From an optimization exercise on the open Yosys and OpenROAD flow, aimed at small area; shortcuts taken in it are not production practice. No activity file was given, so power comes from the tool's default toggle rates.

## old
==> flow/design.v <==
`timescale 1ns / 1ps
module srl_oneshot(
		input clk250_i,
		input rst_i,
		input valid_i,
		input trig_i,
		output hold_o,
		output scal_o
    );
	reg flag;
	reg [15:0] delay_line;
	always @(posedge clk250_i) begin
		if (rst_i) flag <= 1'b0;
		else if (trig_i) flag <= 1'b1;
		else if (delay_line[15] && valid_i) flag <= 1'b0;
		delay_line <= {delay_line[14:0],trig_i};
	end
	assign scal_o = flag;
	assign hold_o = delay_line[1];
endmodule
`timescale 1ns / 1ps
module srl_oneshot_with_ref(
		input clk250_i,
		input rst_i,
		input valid_i,
		input pulse_i,
		input trig_i,
		output mon_scal_o,
		output scal_o
    );
	reg mon_x;
	reg mon_edge;
	reg mon_flag;
	reg flag;
	reg [15:0] delay_line;
	reg [15:0] mon_delay_line;
	wire x = flag & pulse_i;
	always @(posedge clk250_i) begin
		if (rst_i) begin
			mon_edge <= 1'b0;
			mon_flag <= 1'b0;
			flag <= 1'b0;
		end else begin
			mon_edge <= x && !mon_x;
			if (mon_edge) mon_flag <= 1'b1;
			else if (mon_delay_line[15] && valid_i) mon_flag <= 1'b0;
			if (trig_i) flag <= 1'b1;
			else if (delay_line[15] && valid_i) flag <= 1'b0;
		end
		mon_x <= x;
		mon_delay_line <= {mon_delay_line[14:0],mon_edge};
		delay_line <= {delay_line[14:0],trig_i};
	end
	assign scal_o = flag;
	assign mon_scal_o = mon_flag;
endmodule
`timescale 1ns / 1ps
module ANITA3_trigger_holdoff(
		input clk250_i,
		input rst_i,
		input trig_i,
		output holdoff_o
    );
	reg holdoff_div_2;
	reg [3:0] holdoff_counter;
	wire [4:0] holdoff_counter_plus_one = holdoff_counter + 1;
	reg trigger_holdoff;
	reg clear_holdoff;
	always @(posedge clk250_i) begin
		if (rst_i) begin
			trigger_holdoff <= 0;
			holdoff_div_2 <= 0;
			holdoff_counter <= {4{1'b0}};
			clear_holdoff <= 0;
		end else begin
			if (clear_holdoff) trigger_holdoff <= 0;
			else if (trig_i) trigger_holdoff <= 1;
			if (!trigger_holdoff) holdoff_div_2 <= 0;
			else holdoff_div_2 <= ~holdoff_div_2;
			if (!trigger_holdoff) holdoff_counter <= {4{1'b0}};
			else if (holdoff_div_2) holdoff_counter <= holdoff_counter_plus_one;
			clear_holdoff <= holdoff_counter_plus_one[4];
		end
	end
	assign holdoff_o = trigger_holdoff;
endmodule
`timescale 1ns / 1ps
module ANITA3_simple_trigger_map(
		input clk250_i,
		input [47:0] L1_i,
		input [31:0] mask_i,
		output [15:0] V_pol_phi_o,
		output [15:0] H_pol_phi_o
    );
	wire [15:0] V_in;
	wire [15:0] H_in;
	assign V_in[0]  = L1_i[4*2+0];  assign V_in[4]  = L1_i[4*2+1];
	assign H_in[0]  = L1_i[4*2+2];  assign H_in[4]  = L1_i[4*2+3];
	assign V_in[2]  = L1_i[4*3+0];  assign V_in[6]  = L1_i[4*3+1];
	assign H_in[2]  = L1_i[4*3+2];  assign H_in[6]  = L1_i[4*3+3];
	assign V_in[1]  = L1_i[4*4+0];  assign V_in[5]  = L1_i[4*4+1];
	assign H_in[1]  = L1_i[4*4+2];  assign H_in[5]  = L1_i[4*4+3];
	assign V_in[3]  = L1_i[4*5+0];  assign V_in[7]  = L1_i[4*5+1];
	assign H_in[3]  = L1_i[4*5+2];  assign H_in[7]  = L1_i[4*5+3];
	assign V_in[15] = L1_i[4*6+0];  assign V_in[11] = L1_i[4*6+1];
	assign H_in[15] = L1_i[4*6+2];  assign H_in[11] = L1_i[4*6+3];
	assign V_in[13] = L1_i[4*7+0];  assign V_in[9]  = L1_i[4*7+1];
	assign H_in[13] = L1_i[4*7+2];  assign H_in[9]  = L1_i[4*7+3];
	assign V_in[14] = L1_i[4*8+0];  assign V_in[10] = L1_i[4*8+1];
	assign H_in[14] = L1_i[4*8+2];  assign H_in[10] = L1_i[4*8+3];
	assign V_in[12] = L1_i[4*9+0];  assign V_in[8]  = L1_i[4*9+1];
	assign H_in[12] = L1_i[4*9+2];  assign H_in[8]  = L1_i[4*9+3];
	reg [15:0] V_pol_phi_reg;
	reg [15:0] H_pol_phi_reg;
	reg [15:0] V_pol_phi_pipe;
	reg [15:0] H_pol_phi_pipe;
	always @(posedge clk250_i) begin
		V_pol_phi_reg <= V_in & ~mask_i[15:0];
		H_pol_phi_reg <= H_in & ~mask_i[31:16];
		V_pol_phi_pipe <= V_pol_phi_reg;
		H_pol_phi_pipe <= H_pol_phi_reg;
	end
	assign V_pol_phi_o = V_pol_phi_pipe;
	assign H_pol_phi_o = H_pol_phi_pipe;
endmodule
`timescale 1ns / 1ps
module ANITA3_simple_trigger( clk250_i,
										rst_i,
										L1_i,
										trig_o,
										scal_o,
										scal_L1_o,
										disable_i,
										refpulse_i,
										mon_scal_o,
										ant_mask_i,
										phi_mask_i,
										phi_o,
										count_o
										);
	input clk250_i;
	input rst_i;
	input [47:0] L1_i;
	input [31:0] ant_mask_i;
	input [31:0] phi_mask_i;
	output trig_o;
	output [31:0] phi_o;
	output [31:0] scal_o;
	output [31:0] scal_L1_o;
	input refpulse_i;
	output [31:0] mon_scal_o;
	output [7:0] count_o;
	input disable_i;
	wire [15:0] V_pol_phi;
	wire [15:0] H_pol_phi;
	wire [15:0] V_pol_hold;
	wire [15:0] H_pol_hold;
	ANITA3_simple_trigger_map u_map(.clk250_i(clk250_i),
											  .mask_i(ant_mask_i),
											  .L1_i(L1_i),
											  .V_pol_phi_o(V_pol_phi),
											  .H_pol_phi_o(H_pol_phi));
	reg [1:0] rst_d;
	always @(posedge clk250_i) rst_d <= {rst_d[0], rst_i};
	wire rst_hold = rst_i | rst_d[0] | rst_d[1];
	reg [4:0] rst_age;
	wire valid = rst_age[4] & rst_age[1];
	always @(posedge clk250_i) begin
		if (rst_i) rst_age <= 5'd0;
		else if (!valid) rst_age <= rst_age + 5'd1;
	end
	reg [15:0] V_pol_trig;
	reg [15:0] H_pol_trig;
	reg [15:0] V_pol_pat;
	reg [15:0] H_pol_pat;
	reg rf_trigger;
	reg any_rf_trigger;
	reg [1:0] raw_rf_trigger;
	wire trigger_holdoff;
	reg [7:0] raw_rf_count;
	reg rf_count_flag;
	reg [7:0] rf_count;
	reg trig_disable;
	generate
		genvar i;
		for (i=0;i<16;i=i+1) begin : RF_TRIG
			srl_oneshot l1v_scaler(.clk250_i(clk250_i),.rst_i(rst_hold),.valid_i(valid),.trig_i(V_pol_phi[i]),
													.hold_o(V_pol_hold[i]),.scal_o(scal_L1_o[i]));
			srl_oneshot l1h_scaler(.clk250_i(clk250_i),.rst_i(rst_hold),.valid_i(valid),.trig_i(H_pol_phi[i]),
													.hold_o(H_pol_hold[i]),.scal_o(scal_L1_o[16+i]));
			srl_oneshot_with_ref v_scaler(.clk250_i(clk250_i),.rst_i(rst_i),.valid_i(valid),.trig_i(V_pol_trig[i]),.pulse_i(refpulse_i),
													.scal_o(scal_o[i]), .mon_scal_o(mon_scal_o[i]));
			srl_oneshot_with_ref h_scaler(.clk250_i(clk250_i),.rst_i(rst_i),.valid_i(valid),.trig_i(H_pol_trig[i]),.pulse_i(refpulse_i),
													.scal_o(scal_o[16+i]), .mon_scal_o(mon_scal_o[16+i]));
			always @(posedge clk250_i) begin
				if (rst_hold) begin
					V_pol_trig[i] <= 1'b0;
					H_pol_trig[i] <= 1'b0;
				end else begin
					V_pol_trig[i] <= V_pol_phi[i] && V_pol_phi[(i+1)%16] && !phi_mask_i[i];
					H_pol_trig[i] <= H_pol_phi[i] && H_pol_phi[(i+1)%16] && !phi_mask_i[16+i];
				end
			end
		end
	endgenerate
	wire latch_pat = any_rf_trigger && !trigger_holdoff;
	wire pat_load = latch_pat & ~rst_i;
	wire pat_keep = ~latch_pat & ~rst_i;
	always @(posedge clk250_i) begin
		V_pol_pat <= (V_pol_hold & {16{pat_load}}) | (V_pol_pat & {16{pat_keep}});
		H_pol_pat <= (H_pol_hold & {16{pat_load}}) | (H_pol_pat & {16{pat_keep}});
	end
	always @(posedge clk250_i) begin
		if (rst_i) begin
			trig_disable <= 1'b0;
			any_rf_trigger <= 1'b0;
			rf_trigger <= 1'b0;
			raw_rf_trigger <= 2'b00;
			rf_count_flag <= 1'b0;
			raw_rf_count <= 8'd0;
			rf_count <= 8'd0;
		end else begin
			trig_disable <= disable_i;
			any_rf_trigger <= (|H_pol_trig) | (|V_pol_trig);
			rf_trigger <= latch_pat && !trig_disable;
			raw_rf_trigger <= {raw_rf_trigger[0],any_rf_trigger};
			rf_count_flag <= raw_rf_trigger[0] && !raw_rf_trigger[1];
			if (rf_count_flag) raw_rf_count <= raw_rf_count + 8'd1;
			if (rf_count_flag && trigger_holdoff) rf_count <= raw_rf_count;
		end
	end
	ANITA3_trigger_holdoff u_rf_holdoff(.clk250_i(clk250_i),
													.rst_i(rst_i),
													.trig_i(any_rf_trigger),
													.holdoff_o(trigger_holdoff));
	assign trig_o = rf_trigger;
	assign phi_o = {H_pol_pat,V_pol_pat};
	assign count_o = rf_count;
endmodule
Settings: LEC_CHECK=0, CAP_MARGIN=20, CORE_MARGIN=2, CORE_UTILIZATION=40, SLEW_MARGIN=20; clock period 4.0 ns.
standard.sh (not shown) runs the stock make flow with config.mk's settings and CLKGATE_MAP_FILE= SYNTH_SCRIPT=/design/flow/synth_recipe.tcl, a recipe that flattens the netlist after the stock synthesis.
==> flow/flow/run.sh <==
#!/bin/bash
# Standard ORFS layout with three changes: port buffers are buf_1, CTS uses
# clkbuf_8 sink clusters of up to 20 flops, and CTS adds no dummy loads.
set -euo pipefail
export BUFFER_PORTS_ARGS="-buffer_cell sky130_fd_sc_hd__buf_1"
export CTS_ARGS="-sink_clustering_enable -repair_clock_nets -buf_list sky130_fd_sc_hd__clkbuf_8 -sink_clustering_size 20 -sink_clustering_max_diameter 60 -dont_use_dummy_load"
bash standard.sh finish > standard_make.log 2>&1
Every stage of the flow completed for old, and the final layout passed the timing, DRC and antenna checks.
Here is what was changed in the inputs of new compared with old.
--- a/flow/design.v
+++ b/flow/design.v
@@ -29,18 +29,17 @@
 		output scal_o
     );
-	reg mon_x;
-	reg mon_edge;
+	reg [1:0] mon_flag_reg;
 	reg mon_flag;
 	reg flag;
 	reg [15:0] delay_line;
 	reg [15:0] mon_delay_line;
-	wire x = flag & pulse_i;
+	wire mon_edge = mon_flag_reg[0] && !mon_flag_reg[1];
 	always @(posedge clk250_i) begin
 		if (rst_i) begin
-			mon_edge <= 1'b0;
+			mon_flag_reg[1] <= 1'b1;
 			mon_flag <= 1'b0;
 			flag <= 1'b0;
 		end else begin
-			mon_edge <= x && !mon_x;
+			mon_flag_reg[1] <= mon_flag_reg[0];
 			if (mon_edge) mon_flag <= 1'b1;
 			else if (mon_delay_line[15] && valid_i) mon_flag <= 1'b0;
@@ -48,5 +47,5 @@
 			else if (delay_line[15] && valid_i) flag <= 1'b0;
 		end
-		mon_x <= x;
+		mon_flag_reg[0] <= flag & pulse_i;
 		mon_delay_line <= {mon_delay_line[14:0],mon_edge};
 		delay_line <= {delay_line[14:0],trig_i};
Findings:
old completed every stage of the flow, and the final layout passed the timing, DRC and antenna checks.
new | status: complete | timing, DRC, antenna: pass
Die area ends up lower on old.
Ratio of cells with drive above 1 in the final layout: new > old
new: register share of the cell area 0.33 points below old
Required time of the critical path essentially unchanged between old and new.
new reports its slowest stage cell on the critical path as sky130_fd_sc_hd__buf_1 while old reports sky130_fd_sc_hd__dfxtp_1.
| count of non-CTS buffers in the layout | new vs old | 5 lower |
First-pass GRT wire length: new better than old
Compared with old, in new routed length on met1 -7.5%; sequential group share of total power picked up an extra 0.2 points; worst setup slack rose by 0.010 ns; cell area after placement grew by about 0.35%.
No functional check of the RTL was part of any run of this note.

port drivers added, routing unchanged:
Ports are ideal in the flow. The routed layouts listed here were re-timed in OpenROAD.
Step 1 sets driving cells, clkbuf_16 on the clock port and buf_2 on the other inputs (assumed; they add their load-dependent delay and slew).
Step 2 also shifts input and output timing later by t, the mid clock arrival at the registers, as if the neighbouring blocks saw the same clock.
Three values: no drivers, after step 1, after step 2; two values: the first two.
run	shift t [ns]	setup WS [ns]	hold slack, ns	clock arrival spread, ns	pins driven straight from the clock port
old	0.775	1.718 / 1.660 / 1.265	0.157 / 0.120 / 0.231	0.113 / 0.113	1
new	0.775	1.728 / 1.663 / 1.575	0.170 / 0.127 / 0.257	0.102 / 0.102	1
After both steps setup and hold are still met in every run listed. For old, which loses most, drivers alone change the setup slack by -0.058 ns; drivers and shift together by -0.453 ns.
